This design comes from an exercise in tuning for small area, a short achievable clock period and few clock cycles per item on the open sky130 flow, not from production work. At most, simulation tests tie the RTL to the original design; equivalence was not proved. The RTL of runs 1 to 3 was laid out without a check of its function.

==> flow/design.v <==
module hyperbolic_exp_cordic (
    input rstn,
    input clk,
    input signed [NUM_W - 1:0] z0,
    input in_valid,
    output in_ready,
    output reg signed [NUM_W - 1:0] w,
    output reg out_valid,
    input out_ready
);
    localparam NUM_W = 16;
    wire adv = !out_valid || out_ready;
    assign in_ready = adv;
    function [15:0] w_init(input [5:0] d);
        case (d)
            6'd0: w_init = 16'd48582;
            6'd1: w_init = 16'd16192;
            6'd2: w_init = 16'd29148;
            6'd3: w_init = 16'd9715;
            6'd4: w_init = 16'd37787;
            6'd5: w_init = 16'd12595;
            6'd6: w_init = 16'd22672;
            6'd7: w_init = 16'd7557;
            6'd8: w_init = 16'd42867;
            6'd9: w_init = 16'd14289;
            6'd10: w_init = 16'd25721;
            6'd11: w_init = 16'd8573;
            6'd12: w_init = 16'd33342;
            6'd13: w_init = 16'd11114;
            6'd14: w_init = 16'd20005;
            6'd15: w_init = 16'd6669;
            6'd16: w_init = 16'd42867;
            6'd17: w_init = 16'd14289;
            6'd18: w_init = 16'd25720;
            6'd19: w_init = 16'd8572;
            6'd20: w_init = 16'd33342;
            6'd21: w_init = 16'd11114;
            6'd22: w_init = 16'd20005;
            6'd23: w_init = 16'd6668;
            6'd24: w_init = 16'd37824;
            6'd25: w_init = 16'd12608;
            6'd26: w_init = 16'd22695;
            6'd27: w_init = 16'd7565;
            6'd28: w_init = 16'd29421;
            6'd29: w_init = 16'd9807;
            6'd30: w_init = 16'd17651;
            6'd31: w_init = 16'd5885;
            6'd32: w_init = 16'd45638;
            6'd33: w_init = 16'd15212;
            6'd34: w_init = 16'd27382;
            6'd35: w_init = 16'd9127;
            6'd36: w_init = 16'd35497;
            6'd37: w_init = 16'd11833;
            6'd38: w_init = 16'd21298;
            6'd39: w_init = 16'd7099;
            6'd40: w_init = 16'd40269;
            6'd41: w_init = 16'd13423;
            6'd42: w_init = 16'd24163;
            6'd43: w_init = 16'd8055;
            6'd44: w_init = 16'd31322;
            6'd45: w_init = 16'd10442;
            6'd46: w_init = 16'd18793;
            6'd47: w_init = 16'd6265;
            6'd48: w_init = 16'd40269;
            6'd49: w_init = 16'd13423;
            6'd50: w_init = 16'd24162;
            6'd51: w_init = 16'd8054;
            6'd52: w_init = 16'd31322;
            6'd53: w_init = 16'd10442;
            6'd54: w_init = 16'd18793;
            6'd55: w_init = 16'd6264;
            6'd56: w_init = 16'd35532;
            6'd57: w_init = 16'd11844;
            6'd58: w_init = 16'd21321;
            6'd59: w_init = 16'd7107;
            6'd60: w_init = 16'd27639;
            6'd61: w_init = 16'd9213;
            6'd62: w_init = 16'd16583;
            6'd63: w_init = 16'd5529;
            default: w_init = 16'd0;
        endcase
    endfunction
    reg v0;
    reg [15:0] z_0;
    reg d1_0;
    wire s0_d1 = z0[15] ? ($signed(z0) < -16'sd9000) : ($signed(z0) < 16'sd9000);
    always @(posedge clk) if (!rstn) v0 <= 1'b0; else if (adv) v0 <= in_valid;
    always @(posedge clk) if (adv) begin z_0 <= z0; d1_0 <= s0_d1; end
    reg v1;
    reg [13:0] z_1;
    reg [1:0] d_1;
    wire s1_d0 = z_0[15];
    wire [15:0] s1_c = s1_d0 ? (d1_0 ? 16'd13185 : 16'd4815) : (d1_0 ? -16'd4815 : -16'd13185);
    wire [15:0] s1_z2 = z_0 + s1_c;
    wire s1_ovf = s1_z2[15:13] != {3{s1_z2[15]}};
    wire [13:0] s1_zs = s1_ovf ? {s1_z2[15], {13{~s1_z2[15]}}} : s1_z2[13:0];
    always @(posedge clk) if (!rstn) v1 <= 1'b0; else if (adv) v1 <= v0;
    always @(posedge clk) if (adv) begin z_1 <= s1_zs; d_1 <= {d1_0, s1_d0}; end
    reg v2;
    reg [12:0] z_2;
    reg [2:0] d_2;
    wire s2_d2 = z_1[13];
    wire [13:0] s2_z3 = s2_d2 ? z_1 + 14'd2059 : z_1 - 14'd2059;
    wire s2_ovf = s2_z3[13:12] != {2{s2_z3[13]}};
    wire [12:0] s2_zs = s2_ovf ? {s2_z3[13], {12{~s2_z3[13]}}} : s2_z3[12:0];
    always @(posedge clk) if (!rstn) v2 <= 1'b0; else if (adv) v2 <= v1;
    always @(posedge clk) if (adv) begin z_2 <= s2_zs; d_2 <= {s2_d2, d_1}; end
    reg v3;
    reg [12:0] z_3;
    reg [3:0] d_3;
    wire s3_d3 = z_2[12];
    wire [12:0] s3_z4 = s3_d3 ? z_2 + 13'd1025 : z_2 - 13'd1025;
    always @(posedge clk) if (!rstn) v3 <= 1'b0; else if (adv) v3 <= v2;
    always @(posedge clk) if (adv) begin z_3 <= s3_z4[12:0]; d_3 <= {s3_d3, d_2}; end
    reg v4;
    reg [15:0] w_4;
    reg [9:0] d_4;
    wire s4_d4 = z_3[12];
    wire [12:0] s4_z5 = s4_d4 ? z_3 + 13'd1025 : z_3 - 13'd1025;
    wire s4_sg = s4_z5[12];
    wire s4_ok = s4_z5[12:10] == {3{s4_sg}};
    wire [10:0] s4_d = s4_ok ? {s4_z5[1], ~s4_z5[1], ~s4_z5[2], ~s4_z5[3], ~s4_z5[4], ~s4_z5[5], ~s4_z5[6], ~s4_z5[7], ~s4_z5[8], ~s4_z5[9], s4_sg} : {11{s4_sg}};   
    always @(posedge clk) if (!rstn) v4 <= 1'b0; else if (adv) v4 <= v3;
    always @(posedge clk) if (adv) begin w_4 <= w_init({s4_d[0], s4_d4, d_3}); d_4 <= s4_d[10:1]; end
    reg v5;
    reg [15:0] w_5;
    reg [8:0] d_5;
    always @(posedge clk) if (!rstn) v5 <= 1'b0; else if (adv) v5 <= v4;
    always @(posedge clk) if (adv) begin w_5 <= w_4 + ({16{d_4[0]}} ^ (w_4 >> 6)) + d_4[0]; d_5 <= d_4[9:1]; end
    reg v6;
    reg [15:0] w_6;
    reg [7:0] d_6;
    always @(posedge clk) if (!rstn) v6 <= 1'b0; else if (adv) v6 <= v5;
    always @(posedge clk) if (adv) begin w_6 <= w_5 + ({16{d_5[0]}} ^ (w_5 >> 7)) + d_5[0]; d_6 <= d_5[8:1]; end
    reg v7;
    reg [15:0] w_7;
    reg [6:0] d_7;
    always @(posedge clk) if (!rstn) v7 <= 1'b0; else if (adv) v7 <= v6;
    always @(posedge clk) if (adv) begin w_7 <= w_6 + ({16{d_6[0]}} ^ (w_6 >> 8)) + d_6[0]; d_7 <= d_6[7:1]; end
    reg v8;
    reg [15:0] w_8;
    reg [5:0] d_8;
    always @(posedge clk) if (!rstn) v8 <= 1'b0; else if (adv) v8 <= v7;
    always @(posedge clk) if (adv) begin w_8 <= w_7 + ({16{d_7[0]}} ^ (w_7 >> 9)) + d_7[0]; d_8 <= d_7[6:1]; end
    reg v9;
    reg [15:0] w_9;
    reg [4:0] d_9;
    always @(posedge clk) if (!rstn) v9 <= 1'b0; else if (adv) v9 <= v8;
    always @(posedge clk) if (adv) begin w_9 <= w_8 + ({16{d_8[0]}} ^ (w_8 >> 10)) + d_8[0]; d_9 <= d_8[5:1]; end
    reg v10;
    reg [15:0] w_10;
    reg [3:0] d_10;
    always @(posedge clk) if (!rstn) v10 <= 1'b0; else if (adv) v10 <= v9;
    always @(posedge clk) if (adv) begin w_10 <= w_9 + ({16{d_9[0]}} ^ (w_9 >> 11)) + d_9[0]; d_10 <= d_9[4:1]; end
    reg v11;
    reg [15:0] w_11;
    reg [2:0] d_11;
    always @(posedge clk) if (!rstn) v11 <= 1'b0; else if (adv) v11 <= v10;
    always @(posedge clk) if (adv) begin w_11 <= w_10 + ({16{d_10[0]}} ^ (w_10 >> 12)) + d_10[0]; d_11 <= d_10[3:1]; end
    reg v12;
    reg [15:0] w_12;
    reg [1:0] d_12;
    always @(posedge clk) if (!rstn) v12 <= 1'b0; else if (adv) v12 <= v11;
    always @(posedge clk) if (adv) begin w_12 <= w_11 + ({16{d_11[0]}} ^ (w_11 >> 13)) + d_11[0]; d_12 <= d_11[2:1]; end
    reg v13;
    reg [15:0] w_13;
    reg [0:0] d_13;
    always @(posedge clk) if (!rstn) v13 <= 1'b0; else if (adv) v13 <= v12;
    always @(posedge clk) if (adv) begin w_13 <= w_12 + ({16{d_12[0]}} ^ (w_12 >> 13)) + d_12[0]; d_13 <= d_12[1:1]; end
    always @(posedge clk) if (!rstn) out_valid <= 1'b0; else if (adv) out_valid <= v13;
    always @(posedge clk) if (adv) w <= w_13 + ({16{d_13[0]}} ^ (w_13 >> 14)) + d_13[0];
endmodule
==> flow/run.sh <==
#!/bin/bash
# synth_recipe.tcl (not shown) runs the flow's synth.tcl, then flattens the netlist and writes it again
# the make line also repeats each setting of config.mk as NAME=value (left out here)
make -C /OpenROAD-flow-scripts/flow DESIGN_CONFIG=/design/flow/config.mk WORK_HOME=/design/flow/orfs CLKGATE_MAP_FILE= SYNTH_SCRIPT=/design/flow/synth_recipe.tcl finish
==> flow/config.mk <==
export PLATFORM = sky130hd
export DESIGN_NAME = hyperbolic_exp_cordic
export DESIGN_NICKNAME = hyperbolic_exp_cordic
export VERILOG_FILES = /design/flow/design.v
export SDC_FILE = /design/flow/constraint.sdc
export NUM_CORES = 4
export LEC_CHECK = 0
export CAP_MARGIN = 20
export CORE_MARGIN = 2
export CORE_UTILIZATION = 40
export SETUP_SLACK_MARGIN = 2.5
export SLEW_MARGIN = 20
==> flow/constraint.sdc <==
create_clock -name core_clock -period 5.5 [get_ports {clk}]
set_input_delay 1.1000 -clock core_clock [delete_from_list [all_inputs] [get_ports {clk}]]
set_output_delay 1.1000 -clock core_clock [all_outputs]
set_load 0.01 [all_outputs]
==> impl_metrics.env, run 1 <==
export IMPL_min_path_type="register to register"
export IMPL_dr_first_iter_drc_count=676
export IMPL_wl_per_cell_um=14.9
export IMPL_status="no timing/DRC/antenna violations"
export IMPL_grt_pass1_vias=13200
export IMPL_dp_cells=2443
export IMPL_numCtsBuffers=37
export IMPL_wl_um=38600
export IMPL_die_h_um=226
export IMPL_finalClockSkew_ps=28.6
export IMPL_grt_max_degree=209
export IMPL_hold_viol_final=0
export IMPL_antenna_found_initial=0
export IMPL_synth_yosys_seq_area_share=0.469
export IMPL_final_setup_tns_ps=0
export IMPL_endpoint_kind="register"
export IMPL_report_final_setup_viol=0
export IMPL_timing_final_ws_setup_ps=2590
export IMPL_ant_nets=0
export IMPL_critPathArrivalTime_ps=3210
export IMPL_tightest_slew_ps=756
export IMPL_num_vias=13400
export IMPL_maxSlewViolCount=0
export IMPL_place_hpwl_um=25600
export IMPL_n_antenna_cell=0
export IMPL_clk_latency_ps=550
export IMPL_grt_overflow_total=0
export IMPL_synth_top_area_cell="edfxtp_1"
export IMPL_clk_root_buffer_cell="clkbuf_16"
export IMPL_critPathMaxStageDelay_ps=410
export IMPL_place_ws_ps=1470
export IMPL_syn_nets=2002
export IMPL_cp_required_ps=5800
export IMPL_synth_area_leaders="edfxtp_1, ha_1, xnor2_1"
export IMPL_ys_flop_type="edfxtp_1"
export IMPL_synth_edf_count=297
export IMPL_fin_util=0.472
export IMPL_rsz0062_at_grt="true"
export IMPL_fmax_ghz=0.343
export IMPL_fin_nets=2130
export IMPL_async_flop_share=0
export IMPL_relSlewSlack=0.496
export IMPL_holdWs_ps=415
export IMPL_synthCells=1766
export IMPL_cts_hold_buffers=0
export IMPL_drc=0
export IMPL_min_period_ps=2910
export IMPL_area_growth_pct=17.2
export IMPL_slowest_stage="edfxtp_1"
export IMPL_timing_final_crit_share=0.530
export IMPL_cts_sinks=312
export IMPL_grt_pass1_wl_um=63200
export IMPL_gp_congestion=0.830
export IMPL_htree_levels=2
export IMPL_coreArea_um2=48700
export IMPL_placed_cell_area_um2=20800
export IMPL_multi_input_area_um2=10300
export IMPL_drive_above_1_share=0.122
export IMPL_clkTransAtPathRegs_ps=60
export IMPL_drtPass1Iterations=5
export IMPL_start_util=0.403
export IMPL_cts_tree="yes"
export IMPL_ys_seq_elements=312
export IMPL_dieArea_um2=50900
export IMPL_startpoint_type="register"
export IMPL_synth_distinct_cells=81
export IMPL_yosys_warnings=1
export IMPL_die_width_um=226
export IMPL_cap_violations=0
export IMPL_mostFrequentLayoutCell="edfxtp_1"
export IMPL_worstSetupPathType="register to register"
export IMPL_avgViaCountPerCell=5.19
export IMPL_syn_avg_cell_area_um2=11.1
export IMPL_seq_area_um2=9220
export IMPL_n_fill_cell=4387
export IMPL_io_pins=38
export IMPL_syn_area_um2=19600
export IMPL_synth_top_area_share=0.454
export IMPL_grtUsageTotal=0.151
export IMPL_critPathMaxFanout=5
export IMPL_io_buffers=37
export IMPL_instances_no_fill=2584
export IMPL_layout_common_cells="edfxtp_1, ha_1, a21oi_1, xnor2_1, nor2_1"
export IMPL_clock_path_buffers=3
export IMPL_path_cells="buf_6, buf_6, ha_4, ha_4, nor2b_4, o21ai_2, nand2b_1, a21o_1, a31o_1, a221o_1, o41ai_2, xnor2_1"
export IMPL_final_cell_area_um2=23000
export IMPL_std_cell_rows=81
## synthesized netlist by cell type (4+ instances only)
library cell / count
fa_1: 14
clkbuf_1: 16
xor2_1: 67
a221oi_1: 7
a41oi_1: 4
edfxtp_1: 297
o41ai_2: 6
a21oi_2: 8
nand2b_1: 27
nand3_1: 25
buf_1: 5
nand4_1: 8
or3_1: 5
nand4b_1: 4
nor2b_1: 32
a21boi_0: 22
inv_1: 93
a21o_1: 51
a31oi_1: 18
nand2_1: 113
a21oi_1: 152
a2111oi_0: 5
o2111ai_1: 5
o21a_1: 25
o211ai_1: 8
dfxtp_1: 15
nor3_1: 24
a211oi_1: 12
o22ai_1: 4
ha_1: 202
o21bai_1: 28
xnor2_1: 138
a311oi_1: 4
mux2_1: 4
mux2i_1: 8
and3_1: 12
o21ai_0: 93
buf_2: 6
o21ai_1: 19
nor2_1: 114
o21ba_2: 6
## worst max-delay path, delay by kind of cell, from the launching register on
family | cells | cell delay (ps)
AO/OA/AOI/OAI | 5 | 1160
adder cells (fa/ha/maj) | 2 | 500
flip-flops | 1 | 410
buffers and inverters | 2 | 260
AND/OR/NAND/NOR | 2 | 230
XOR/XNOR | 1 | 110
## sequential cells by signal (all words and copies together) (netlist names), 10 cells and up
signal and cells:
w 16, z_0 16, w_13 16, z_1 14, w_9 16, z_2 13, z_3 13, w_4 16
w_7 16, w_11 16, w_8 16, w_6 16, w_5 16, w_10 16, d_4 10, w_12 16
## cell families (layout without fill, tap and decap cells)
group	count (synthesis)	count (layout)	synth area share
AO/OA/AOI/OAI	508	509	0.169
AND/OR/NAND/NOR	380	380	0.0905
flip-flops	312	312	0.469
adder cells (fa/ha/maj)	221	221	0.146
XOR/XNOR	206	206	0.0922
buffers and inverters	124	277	0.0248
multiplexers	15	15	0.00866
## routing by layer
layer / track usage / vias up / routed length [um]
met5: 0 / - / 0
met4: 0.0534 / 0 / 980
met3: 0.0225 / 67 / 1120
met2: 0.259 / 192 / 18900
met1: 0.193 / 6360 / 17600
li1: - / 6795 / -
## repair_timing
item	4_1_cts	5_1_grt
pin swaps	7	29
setup endpoints to repair	77	64
gates resized for setup	48	54
cloned	4	1
buffers inserted	32	38
## cell type report
cell class              count  area share
well taps                 664      0.0361
inverters                  94      0.0173
flip-flops and latches    312       0.400
repair buffers            115      0.0454
clock inverters            21     0.00821
repair inverters            3     0.00212
multi-input cells        1331       0.448
clock buffers              44      0.0427
## final timing paths
| check | from | end | slack, ps | cells past startpoint |
|---|---|---|---|---|
| worst max-delay path | d_10[0] | w_11[14] | 2590 | 12 |
| worst min-delay path | d_4[8] | d_5[7] | 410 | 0 |
| worst max register to register | d_10[0] | w_11[14] | 2590 | 12 |
| worst min register to register | d_4[8] | d_5[7] | 410 | 0 |
==> run 2: changes to the inputs <==
--- a/flow/config.mk
+++ b/flow/config.mk
@@ -9,4 +9,4 @@
 export CORE_MARGIN = 2
 export CORE_UTILIZATION = 40
-export SETUP_SLACK_MARGIN = 2.5
+export SETUP_SLACK_MARGIN = 2.0
 export SLEW_MARGIN = 20
==> impl_metrics.env, run 2 <==
export IMPL_worst_path_buf_inv=0
export IMPL_cap_violations=0
export IMPL_startpoint_type="register"
export IMPL_area_growth_pct=14.1
export IMPL_maxSlewViolCount=0
export IMPL_grt_overflow_total=0
export IMPL_endpoint_kind="register"
export IMPL_synth_top_area_share=0.454
export IMPL_synth_distinct_cells=81
export IMPL_place_hpwl_um=25900
export IMPL_synth_edf_count=297
export IMPL_holdWs_ps=402
export IMPL_worstSetupPathType="register to register"
export IMPL_die_width_um=226
export IMPL_cts_hold_buffers=0
export IMPL_status="no timing/DRC/antenna violations"
export IMPL_syn_area_um2=19600
export IMPL_path_cells="ha_1, ha_1, nor2b_1, o21ai_1, nand2b_1, a21o_1, a31o_1, a221o_1, o41ai_2, xnor2_1"
export IMPL_grt_max_degree=198
export IMPL_grtUsageTotal=0.147
export IMPL_drive_above_1_share=0.0739
export IMPL_slowest_stage="edfxtp_1"
export IMPL_n_antenna_cell=0
export IMPL_drc=0
export IMPL_clock_path_buffers=3
export IMPL_numCtsBuffers=38
export IMPL_die_h_um=226
export IMPL_fmax_ghz=0.307
export IMPL_syn_avg_cell_area_um2=11.1
export IMPL_fin_nets=2074
export IMPL_min_period_ps=3260
export IMPL_critPathMaxFanout=14
export IMPL_reg2reg_slack_ps=2240
export IMPL_wl_met2_um=17700
export IMPL_report_final_setup_viol=0
export IMPL_clk_latency_ps=550
export IMPL_cp_required_ps=5790
export IMPL_synth_area_leaders="edfxtp_1, ha_1, xnor2_1"
export IMPL_timing_final_crit_share=0.593
export IMPL_grt_pass1_wl_um=61900
export IMPL_synthCells=1766
export IMPL_synth_most_common_cell="edfxtp_1"
export IMPL_synth_commonest_cells="edfxtp_1, ha_1, a21oi_1"
export IMPL_place_ws_ps=1350
export IMPL_ys_flop_type="edfxtp_1"
export IMPL_dieArea_um2=50900
export IMPL_synth_top_area_cell="edfxtp_1"
export IMPL_synth_yosys_seq_area_share=0.469
export IMPL_final_cell_area_um2=22400
export IMPL_placed_cell_area_um2=20800
export IMPL_wl_um=36900
export IMPL_timing_final_ws_setup_ps=2240
export IMPL_crit_path_frequent_cell="ha_1"
export IMPL_top_layer="met4"
export IMPL_n_fill_cell=4411
export IMPL_ys_seq_elements=312
export IMPL_async_flop_share=0
export IMPL_wl_met1_um=17300
export IMPL_cp_top_family="compound AO/OA/AOI/OAI gates"
export IMPL_grt_pass1_vias=12800
export IMPL_avgViaCountPerCell=5.21
export IMPL_cts_tree="yes"
export IMPL_final_setup_tns_ps=0
export IMPL_critPathMaxStageDelay_ps=620
export IMPL_cts_sinks=312
export IMPL_dr_first_iter_drc_count=755
export IMPL_mostFrequentLayoutCell="edfxtp_1"
export IMPL_ant_nets=0
export IMPL_finalClockSkew_ps=22.3
export IMPL_io_pins=38
export IMPL_tightest_slew_ps=997
export IMPL_multi_input_area_um2=9970
export IMPL_num_vias=13200
export IMPL_clkTransAtPathRegs_ps=60
export IMPL_coreArea_um2=48700
export IMPL_seq_area_um2=9220
export IMPL_drtPass1Iterations=5
export IMPL_start_util=0.403
export IMPL_hold_viol_final=0
export IMPL_syn_nets=2002
export IMPL_yosys_warnings=1
export IMPL_io_buffers=37
export IMPL_layout_common_cells="edfxtp_1, ha_1, a21oi_1, xnor2_1, nor2_1"
export IMPL_met3WireLength_um=1160
export IMPL_min_path_type="register to register"
export IMPL_std_cell_rows=81
export IMPL_rsz0062_at_grt="false"
export IMPL_critPathArrivalTime_ps=3560
export IMPL_gp_congestion=0.832
export IMPL_clk_root_buffer_cell="clkbuf_16"
export IMPL_wl_per_cell_um=14.6
export IMPL_antenna_found_initial=0
export IMPL_htree_levels=2
export IMPL_relSlewSlack=0.335
[run 2: cell counts after synthesis]
No cell type changed its count.
[run 2: layout make-up]
type	count	share of cell area
repair buffers	60	0.0252
inverters	94	0.0170
flip-flops and latches	312	0.411
repair inverters	2	0.000782
clock buffers	42	0.0441
multi-input cells	1330	0.445
clock inverters	27	0.0195
well taps	664	0.0371
[run 2: worst reg2reg max path: stages (launching register included)]
cell	delay, ps
edfxtp_1	620
ha_1	450
ha_1	360
nor2b_1	160
o21ai_1	120
nand2b_1	100
a21o_1	200
a31o_1	250
a221o_1	390
o41ai_2	260
xnor2_1	110
[run 2: worst paths after layout]
| kind | from | to | cells past startpoint |
|---|---|---|---|
| max | d_10[0] | w_11[14] | 10 |
| min | d_5[6] | d_6[5] | 0 |
| max reg2reg | d_10[0] | w_11[14] | 10 |
| min reg2reg | d_5[6] | d_6[5] | 0 |
[run 2: per-stage QoR]
stage          utilization  cells
3_5_place_dp         0.426   2444
2_1_floorplan            -   1766
4_1_cts              0.456   2516
6_report             0.460   2531
5_1_grt              0.460   2531
3_3_place_gp         0.426   2444
[run 2: cell families after synthesis]
| group | Yosys count | share of synthesized area |
|---|---|---|
| buffers and inverters | 124 | 0.0248 |
| multiplexers | 15 | 0.00866 |
| adder cells (fa/ha/maj) | 221 | 0.146 |
| AND/OR/NAND/NOR | 380 | 0.0905 |
| flip-flops | 312 | 0.469 |
| AO/OA/AOI/OAI | 508 | 0.169 |
| XOR/XNOR | 206 | 0.0922 |
[run 2: repair_timing]
action	CTS	global route
buffers inserted	1	15
endpoints found under the setup margin	216	43
cloned	2	0
resized for setup	5	12
[run 2: routing by layer]
metal  up-vias  GRT usage
met5         -          0
met2       157      0.251
met1      6270      0.192
met3        63     0.0262
li1       6704          -
met4         0     0.0395
==> run 3: changes to the inputs <==
==> flow/flow/run.sh (new file) <==
#!/bin/bash
# Standard layout, logging each tool's output to its own file here.
set -euo pipefail
bash standard.sh > standard.log 2>&1
==> flow/standard.sh (new file) <==
#!/bin/bash
# synth_recipe.tcl (not shown) runs the flow's synth.tcl, then flattens the netlist and writes it again
# the make line also repeats each setting of config.mk as NAME=value (left out here)
make -C /OpenROAD-flow-scripts/flow DESIGN_CONFIG=/design/flow/config.mk WORK_HOME=/design/flow/orfs CLKGATE_MAP_FILE= SYNTH_SCRIPT=/design/flow/synth_recipe.tcl "${@:-finish}"
--- a/flow/config.mk
+++ b/flow/config.mk
@@ -9,4 +9,4 @@
 export CORE_MARGIN = 2
 export CORE_UTILIZATION = 40
-export SETUP_SLACK_MARGIN = 2.0
+export SETUP_SLACK_MARGIN = 2.5
 export SLEW_MARGIN = 20
removed: flow/run.sh
==> impl_metrics.env, run 3 <==
export IMPL_place_hpwl_um=25600
export IMPL_cts_sinks=312
export IMPL_n_fill_cell=4387
export IMPL_maxSlewViolCount=0
export IMPL_critPathMaxFanout=5
export IMPL_async_flop_share=0
export IMPL_wl_per_cell_um=14.9
export IMPL_area_growth_pct=17.2
export IMPL_synth_top_area_share=0.454
export IMPL_start_util=0.403
export IMPL_status="no timing/DRC/antenna violations"
export IMPL_clock_path_buffers=3
export IMPL_antenna_found_initial=0
export IMPL_std_cell_rows=81
export IMPL_die_width_um=226
export IMPL_synth_most_common_cell="edfxtp_1"
export IMPL_clkTransAtPathRegs_ps=60
export IMPL_grt_max_degree=209
export IMPL_finalClockSkew_ps=28.6
export IMPL_critPathMaxStageDelay_ps=410
export IMPL_fin_util=0.472
export IMPL_clk_root_buffer_cell="clkbuf_16"
export IMPL_synthCells=1766
export IMPL_synth_edf_count=297
export IMPL_path_cells="buf_6, buf_6, ha_4, ha_4, nor2b_4, o21ai_2, nand2b_1, a21o_1, a31o_1, a221o_1, o41ai_2, xnor2_1"
export IMPL_drtPass1Iterations=5
export IMPL_grt_overflow_total=0
export IMPL_endpoint_kind="register"
export IMPL_synth_distinct_cells=81
export IMPL_final_cell_area_um2=23000
export IMPL_gp_congestion=0.830
export IMPL_min_path_type="register to register"
export IMPL_cp_required_ps=5800
export IMPL_synth_yosys_seq_area_share=0.469
export IMPL_hold_viol_final=0
export IMPL_fmax_ghz=0.343
export IMPL_report_final_setup_viol=0
export IMPL_placed_cell_area_um2=20800
export IMPL_die_h_um=226
export IMPL_ys_flop_type="edfxtp_1"
export IMPL_syn_area_um2=19600
export IMPL_ys_seq_elements=312
export IMPL_syn_avg_cell_area_um2=11.1
export IMPL_slowest_stage="edfxtp_1"
export IMPL_numCtsBuffers=37
export IMPL_grtUsageTotal=0.151
export IMPL_rsz0062_at_grt="true"
export IMPL_grt_pass1_vias=13200
export IMPL_cts_tree="yes"
export IMPL_timing_final_crit_share=0.530
export IMPL_synth_area_leaders="edfxtp_1, ha_1, xnor2_1"
export IMPL_dieArea_um2=50900
export IMPL_synth_commonest_cells="edfxtp_1, ha_1, a21oi_1"
export IMPL_drive_above_1_share=0.122
export IMPL_syn_nets=2002
export IMPL_io_buffers=37
export IMPL_n_antenna_cell=0
export IMPL_critPathArrivalTime_ps=3210
export IMPL_wl_um=38600
export IMPL_drc=0
export IMPL_startpoint_type="register"
export IMPL_mostFrequentLayoutCell="edfxtp_1"
export IMPL_synth_top_area_cell="edfxtp_1"
export IMPL_dr_first_iter_drc_count=676
export IMPL_worst_path_buf_inv=2
export IMPL_io_pins=38
export IMPL_htree_levels=2
export IMPL_final_setup_tns_ps=0
export IMPL_coreArea_um2=48700
export IMPL_cp_top_family="compound AO/OA/AOI/OAI gates"
export IMPL_tightest_slew_ps=756
export IMPL_clk_latency_ps=550
export IMPL_relSlewSlack=0.496
export IMPL_grt_pass1_wl_um=63200
export IMPL_cap_violations=0
export IMPL_fin_nets=2130
export IMPL_ant_nets=0
export IMPL_worstSetupPathType="register to register"
export IMPL_layout_common_cells="edfxtp_1, ha_1, a21oi_1, xnor2_1, nor2_1"
export IMPL_num_vias=13400
export IMPL_yosys_warnings=1
export IMPL_avgViaCountPerCell=5.19
export IMPL_min_period_ps=2910
run 3: cell types whose count changed in the layout (fill, tap and decap cells not counted), moves of 5 or more:
cell and delta:
bufinv_16 -8, ha_4 +7, a21oi_1 -7, buf_4 +50
o21ai_0 -11, ha_1 -10, a21oi_2 +5, o21ai_2 +9
run 3: final cells by class:
| class | count | area [um2] | share of cell area |
|---|---|---|---|
| multi-input cells | 1331 | 10300 | 0.448 |
| clock buffers | 44 | 983 | 0.0427 |
| repair inverters | 3 | 48.8 | 0.00212 |
| inverters | 94 | 398 | 0.0173 |
| clock inverters | 21 | 189 | 0.00821 |
| flip-flops and latches | 312 | 9220 | 0.400 |
| repair buffers | 115 | 1040 | 0.0454 |
| well taps | 664 | 831 | 0.0361 |
run 3: cells by family (layout without fill, tap and decap cells):
family | Yosys count | in the layout | synth area share
simple gates | 380 | 380 | 0.0905
mux | 15 | 15 | 0.00866
compound gates | 508 | 509 | 0.169
buf+inv | 124 | 277 | 0.0248
xor+xnor | 206 | 206 | 0.0922
flops | 312 | 312 | 0.469
fa+ha+maj | 221 | 221 | 0.146
run 3: stage by stage:
stage          hold slack [ps]  setup WS (ps)  cells
2_1_floorplan              400           2220   1766
3_5_place_dp               405           1470   2443
3_3_place_gp               402           1460   2443
4_1_cts                    415           2390   2544
6_report                   415           2590   2584
5_1_grt                    418           2440   2584
run 3: repair_timing:
action                     CTS  global route
hold buffers                 0             0
gates cloned                 4             1
resized for setup           48            54
setup buffers               32            38
pin swaps                    7            29
setup endpoints to repair   77            64
run 3: final timing paths:
path            from  endpoint  slack (ps)  depth (start not counted)
min reg2reg   d_4[8]    d_5[7]         410                          0
max reg2reg  d_10[0]  w_11[14]        2590                         12
max          d_10[0]  w_11[14]        2590                         12
min           d_4[8]    d_5[7]         410                          0
run 3: per-layer routing:
layer | wire length, um | global-route usage | up-vias | share of wire
met1 | 17600 | 0.193 | 6360 | 0.46
met3 | 1120 | 0.0225 | 67 | 0.029
met2 | 18900 | 0.259 | 192 | 0.49
li1 | - | - | 6795 | -
met4 | 980 | 0.0534 | 0 | 0.025
met5 | 0 | 0 | - | 0
==> run 4: changes to the inputs <==
--- a/flow/design.v
+++ b/flow/design.v
@@ -84,5 +84,5 @@
     reg [15:0] z_0;
     reg d1_0;
-    wire s0_d1 = z0[15] ? ($signed(z0) < -16'sd9000) : ($signed(z0) < 16'sd9000);
+    wire s0_d1 = z0[15] ? (z0 < -16'sd9000) : (z0 < 16'sd9000);
     always @(posedge clk) if (!rstn) v0 <= 1'b0; else if (adv) v0 <= in_valid;
     always @(posedge clk) if (adv) begin z_0 <= z0; d1_0 <= s0_d1; end
==> flow/run.sh (new file) <==
#!/bin/bash
# synth_recipe.tcl (not shown) runs the flow's synth.tcl, then flattens the netlist and writes it again
# the make line also repeats each setting of config.mk as NAME=value (left out here)
make -C /OpenROAD-flow-scripts/flow DESIGN_CONFIG=/design/flow/config.mk WORK_HOME=/design/flow/orfs CLKGATE_MAP_FILE= SYNTH_SCRIPT=/design/flow/synth_recipe.tcl finish
--- a/flow/config.mk
+++ b/flow/config.mk
@@ -9,4 +9,5 @@
 export CORE_MARGIN = 2
 export CORE_UTILIZATION = 40
+export CTS_BUF_LIST = sky130_fd_sc_hd__clkbuf_4 sky130_fd_sc_hd__clkbuf_8
 export SETUP_SLACK_MARGIN = 2.5
 export SLEW_MARGIN = 20
removed: flow/flow/run.sh
removed: flow/standard.sh
==> impl_metrics.env, run 4 <==
export IMPL_grtUsageTotal=0.152
export IMPL_async_flop_share=0
export IMPL_timing_final_crit_share=0.541
export IMPL_min_period_ps=2970
export IMPL_layout_common_cells="edfxtp_1, ha_1, a21oi_1, xnor2_1, nor2_1"
export IMPL_worstSetupPathType="register to register"
export IMPL_clock_path_buffers=3
export IMPL_synth_yosys_seq_area_share=0.469
export IMPL_gp_congestion=0.830
export IMPL_place_ws_ps=1470
export IMPL_grt_pass1_vias=13400
export IMPL_n_antenna_cell=0
export IMPL_synth_edf_count=297
export IMPL_num_vias=13500
export IMPL_antenna_found_initial=0
export IMPL_cts_hold_buffers=0
export IMPL_area_growth_pct=17.1
export IMPL_status="no timing/DRC/antenna violations"
export IMPL_hold_viol_final=0
export IMPL_std_cell_rows=81
export IMPL_dieArea_um2=50900
export IMPL_critPathMaxStageDelay_ps=450
export IMPL_cts_tree="yes"
export IMPL_io_pins=38
export IMPL_cp_top_family="compound AO/OA/AOI/OAI gates"
export IMPL_min_path_type="register to register"
export IMPL_reg2reg_slack_ps=2530
export IMPL_clk_latency_ps=630
export IMPL_htree_levels=2
export IMPL_grt_overflow_total=0
export IMPL_clkTransAtPathRegs_ps=60
export IMPL_synth_commonest_cells="edfxtp_1, ha_1, a21oi_1"
export IMPL_grt_max_degree=209
export IMPL_final_setup_tns_ps=0
export IMPL_n_fill_cell=4387
export IMPL_wl_um=38800
export IMPL_start_util=0.403
export IMPL_worst_path_buf_inv=1
export IMPL_multi_input_area_um2=10300
export IMPL_synth_area_leaders="edfxtp_1, ha_1, xnor2_1"
export IMPL_fmax_ghz=0.336
export IMPL_cp_required_ps=5880
export IMPL_synthCells=1766
export IMPL_yosys_warnings=1
export IMPL_cap_violations=0
export IMPL_wl_met2_um=18800
export IMPL_synth_most_common_cell="edfxtp_1"
export IMPL_wl_met1_um=17500
export IMPL_synth_top_area_share=0.454
export IMPL_path_cells="buf_4, ha_4, ha_4, nor2b_1, o21ai_1, nand2b_1, a21o_1, a31o_1, a221o_1, o41ai_2, xnor2_1"
export IMPL_place_hpwl_um=25600
export IMPL_timing_final_ws_setup_ps=2530
export IMPL_mostFrequentLayoutCell="edfxtp_1"
export IMPL_critPathMaxFanout=5
export IMPL_io_buffers=37
export IMPL_dr_first_iter_drc_count=747
export IMPL_report_final_setup_viol=0
export IMPL_drc=0
export IMPL_clk_root_buffer_cell="clkbuf_8"
export IMPL_crit_path_frequent_cell="ha_4"
export IMPL_die_h_um=226
export IMPL_avgViaCountPerCell=5.15
export IMPL_cts_sinks=312
export IMPL_fin_nets=2149
export IMPL_die_width_um=226
export IMPL_drtPass1Iterations=5
export IMPL_endpoint_kind="register"
export IMPL_seq_area_um2=9220
export IMPL_syn_area_um2=19600
export IMPL_finalClockSkew_ps=41.4
export IMPL_ys_seq_elements=312
export IMPL_grt_pass1_wl_um=63700
export IMPL_numCtsBuffers=55
export IMPL_ys_flop_type="edfxtp_1"
export IMPL_met3WireLength_um=1360
export IMPL_top_layer="met4"
export IMPL_synth_top_area_cell="edfxtp_1"
export IMPL_relSlewSlack=0.509
export IMPL_slowest_stage="edfxtp_1"
export IMPL_coreArea_um2=48700
export IMPL_maxSlewViolCount=0
export IMPL_synth_distinct_cells=81
export IMPL_startpoint_type="register"
export IMPL_critPathArrivalTime_ps=3360
export IMPL_wl_per_cell_um=14.8
export IMPL_syn_nets=2002
export IMPL_syn_avg_cell_area_um2=11.1
export IMPL_rsz0062_at_grt="true"
export IMPL_ant_nets=0
export IMPL_tightest_slew_ps=737
export IMPL_drive_above_1_share=0.134
[run 4: timing repair]
item / 4_1_cts / 5_1_grt
cloned: 5 / 1
pin swaps: 8 / 12
buffers inserted: 31 / 39
endpoints found under the setup margin: 78 / 72
gates resized for setup: 46 / 44
[run 4: logic make-up (layout without fill, tap and decap cells)]
group,count (synthesis),after routing,synth area share
compound gates,508,509,0.169
simple gates,380,380,0.0905
flops,312,312,0.469
fa+ha+maj,221,221,0.146
xor+xnor,206,206,0.0922
buf+inv,124,314,0.0248
mux,15,15,0.00866
[run 4: worst reg2reg max path: cells and delay by family, from the launching register on]
| kind | cells | cell delay, ps |
|---|---|---|
| adders and majority gates | 2 | 510 |
| xor gates and xnor gates | 1 | 100 |
| DFF | 1 | 450 |
| AOI/OAI and AO/OA | 5 | 1240 |
| and+or+nand+nor | 2 | 240 |
| buffers and inverters | 1 | 180 |
[run 4: cell type report]
cell class	count	area share
multi-input combinational	1331	0.446
sequential	312	0.401
timing repair buffer	115	0.0455
clock buffer	73	0.0396
tap	664	0.0361
inverter	94	0.0173
clock inverter	28	0.0119
timing repair inverter	4	0.00261
[run 4: path summary, 6_finish.rpt]
path,end,startpoint,cells after the start
max,w_11[14],d_10[0],11
min,d_5[4],d_4[5],0
max reg2reg,w_11[14],d_10[0],11
min reg2reg,d_5[4],d_4[5],0
[run 4: through the flow]
stage               cell area [um2]  utilization  std cells  hold WS [ps]
global route                  23000        0.472       2621           402
global placement              20800        0.426       2443           402
detailed placement            20800        0.426       2443           405
floorplan                     19700            -       1766           400
CTS                           22500        0.461       2580           379
finish                        23000        0.472       2621           396
[run 4: per-layer routing]
metal | vias to the layer above | track usage
met2 | 203 | 0.260
met4 | 0 | 0.0575
met1 | 6344 | 0.191
met5 | - | 0
li1 | 6854 | -
met3 | 86 | 0.0262
Testbench counts of run 4, summed over its fixed seeds: cycles 1,144, items 1,024.
==> run 5: changes to the inputs <==
--- a/flow/config.mk
+++ b/flow/config.mk
@@ -9,5 +9,4 @@
 export CORE_MARGIN = 2
 export CORE_UTILIZATION = 40
-export CTS_BUF_LIST = sky130_fd_sc_hd__clkbuf_4 sky130_fd_sc_hd__clkbuf_8
 export SETUP_SLACK_MARGIN = 2.5
 export SLEW_MARGIN = 20
==> impl_metrics.env, run 5 <==
export IMPL_die_h_um=226
export IMPL_synth_yosys_seq_area_share=0.469
export IMPL_tightest_slew_ps=756
export IMPL_worstSetupPathType="register to register"
export IMPL_clkTransAtPathRegs_ps=60
export IMPL_min_path_type="register to register"
export IMPL_layout_common_cells="edfxtp_1, ha_1, a21oi_1, xnor2_1, nor2_1"
export IMPL_clk_latency_ps=550
export IMPL_start_util=0.403
export IMPL_fin_nets=2130
export IMPL_io_pins=38
export IMPL_synth_most_common_cell="edfxtp_1"
export IMPL_syn_nets=2002
export IMPL_drive_above_1_share=0.122
export IMPL_finalClockSkew_ps=28.6
export IMPL_drc=0
export IMPL_gp_congestion=0.830
export IMPL_rsz0062_at_grt="true"
export IMPL_placed_cell_area_um2=20800
export IMPL_antenna_found_initial=0
export IMPL_drtPass1Iterations=5
export IMPL_fmax_ghz=0.343
export IMPL_wl_um=38600
export IMPL_synth_distinct_cells=81
export IMPL_status="no timing/DRC/antenna violations"
export IMPL_cap_violations=0
export IMPL_dieArea_um2=50900
export IMPL_synthCells=1766
export IMPL_clock_path_buffers=3
export IMPL_clk_root_buffer_cell="clkbuf_16"
export IMPL_ys_flop_type="edfxtp_1"
export IMPL_wl_per_cell_um=14.9
export IMPL_grt_pass1_wl_um=63200
export IMPL_cts_hold_buffers=0
export IMPL_cts_tree="yes"
export IMPL_async_flop_share=0
export IMPL_endpoint_kind="register"
export IMPL_relSlewSlack=0.496
export IMPL_syn_avg_cell_area_um2=11.1
export IMPL_critPathMaxFanout=5
export IMPL_avgViaCountPerCell=5.19
export IMPL_n_antenna_cell=0
export IMPL_io_buffers=37
export IMPL_hold_viol_final=0
export IMPL_grt_max_degree=209
export IMPL_timing_final_crit_share=0.530
export IMPL_area_growth_pct=17.2
export IMPL_syn_area_um2=19600
export IMPL_synth_top_area_cell="edfxtp_1"
export IMPL_htree_levels=2
export IMPL_critPathArrivalTime_ps=3210
export IMPL_numCtsBuffers=37
export IMPL_final_cell_area_um2=23000
export IMPL_synth_edf_count=297
export IMPL_grt_overflow_total=0
export IMPL_cts_sinks=312
export IMPL_synth_top_area_share=0.454
export IMPL_ys_seq_elements=312
export IMPL_ant_nets=0
export IMPL_dr_first_iter_drc_count=676
export IMPL_report_final_setup_viol=0
export IMPL_min_period_ps=2910
export IMPL_final_setup_tns_ps=0
export IMPL_synth_area_leaders="edfxtp_1, ha_1, xnor2_1"
export IMPL_num_vias=13400
export IMPL_grt_pass1_vias=13200
export IMPL_std_cell_rows=81
export IMPL_grtUsageTotal=0.151
export IMPL_synth_commonest_cells="edfxtp_1, ha_1, a21oi_1"
export IMPL_cp_required_ps=5800
export IMPL_place_hpwl_um=25600
export IMPL_yosys_warnings=1
export IMPL_mostFrequentLayoutCell="edfxtp_1"
export IMPL_startpoint_type="register"
export IMPL_die_width_um=226
export IMPL_maxSlewViolCount=0
export IMPL_coreArea_um2=48700
run 5: cell counts after synthesis:
Identical to the previous run, type by type.
run 5: final cells by class:
class,count,area (um2)
Inverter,94,398
Clock buffer,44,983
Fill cell,4387,25700
Timing Repair Buffer,115,1040
Multi-Input combinational cell,1331,10300
Clock inverter,21,189
Sequential cell,312,9220
Timing Repair inverter,3,48.8
Tap cell,664,831
run 5: through the flow:
stage          instances   util  hold WS (ps)  setup WS [ps]
6_report            2584  0.472           415           2590
3_3_place_gp        2443  0.426           402           1460
3_5_place_dp        2443  0.426           405           1470
5_1_grt             2584  0.472           418           2440
2_1_floorplan       1766      -           400           2220
4_1_cts             2544  0.461           415           2390
run 5: cells by family (layout without fill, tap and decap cells):
kind of cell / count (synthesis) / after routing / share of synthesized area
buf+inv: 124 / 277 / 0.0248
fa+ha+maj: 221 / 221 / 0.146
compound gates: 508 / 509 / 0.169
flops: 312 / 312 / 0.469
mux: 15 / 15 / 0.00866
simple gates: 380 / 380 / 0.0905
xor+xnor: 206 / 206 / 0.0922
run 5: worst paths after layout:
check | slack, ps | startpoint | depth (start not counted) | endpoint
worst max-delay path | 2590 | d_10[0] | 12 | w_11[14]
worst min-delay path | 410 | d_4[8] | 0 | d_5[7]
worst min register to register | 410 | d_4[8] | 0 | d_5[7]
worst max register to register | 2590 | d_10[0] | 12 | w_11[14]
run 5: layer usage:
layer | vias to the layer above | track usage | part of all wire
li1 | 6795 | - | -
met4 | 0 | 0.0534 | 0.025
met2 | 192 | 0.259 | 0.49
met3 | 67 | 0.0225 | 0.029
met1 | 6360 | 0.193 | 0.46
met5 | - | 0 | 0
run 5: timing repair:
| item | 4_1_cts | 5_1_grt |
|---|---|---|
| setup buffers | 32 | 38 |
| gates cloned | 4 | 1 |
| setup endpoints to repair | 77 | 64 |
| pin swaps | 7 | 29 |
| hold endpoints to repair | 0 | 0 |
| resized for setup | 48 | 54 |
run 5: critical path, cell delays in order (launching register included):
cell and delay, ps:
edfxtp_1 410, buf_6 150, buf_6 110, ha_4 240, ha_4 260, nor2b_4 130
o21ai_2 130, nand2b_1 100, a21o_1 200, a31o_1 200, a221o_1 360, o41ai_2 270
xnor2_1 110

port drivers added, routing unchanged:
Ports are ideal in the flow. The routed layouts listed here were re-timed in OpenROAD.
Step 1 (the two cells are an assumption about what drives the block):
set clk [get_ports {clk}]
set_driving_cell -lib_cell sky130_fd_sc_hd__clkbuf_16 $clk
set_driving_cell -lib_cell sky130_fd_sc_hd__buf_2 [delete_from_list [all_inputs] $clk]
Step 2 adds t to the input delays and takes it off the output delays; t is the mean of the earliest and latest rising clock arrival at the registers after step 1. Input paths then give back, and output paths get back, about the clock's delay inside the block.
Slacks: ideal ports / drivers / drivers and shift; pairs: ideal ports / drivers.
run	t, ns	setup WS [ns]	hold slack, ns	worst data-port slew with drivers (ns)	pins driven straight from the clock port
run 1	0.589	2.587 / 2.587 / 2.301	0.415 / 0.415 / 0.415	0.03	1
run 2	0.591	2.239 / 2.239 / 1.721	0.402 / 0.402 / 0.402	0.03	1
run 3	0.589	2.587 / 2.587 / 2.301	0.415 / 0.415 / 0.415	0.03	1
run 4	0.663	2.525 / 2.525 / 2.525	0.396 / 0.396 / 0.396	0.03	1
run 5	0.589	2.587 / 2.587 / 2.301	0.415 / 0.415 / 0.415	0.03	1
After both steps setup and hold are still met in every run listed. For run 2, which loses most, drivers alone change the setup slack by 0.000 ns; drivers and shift together by -0.518 ns.
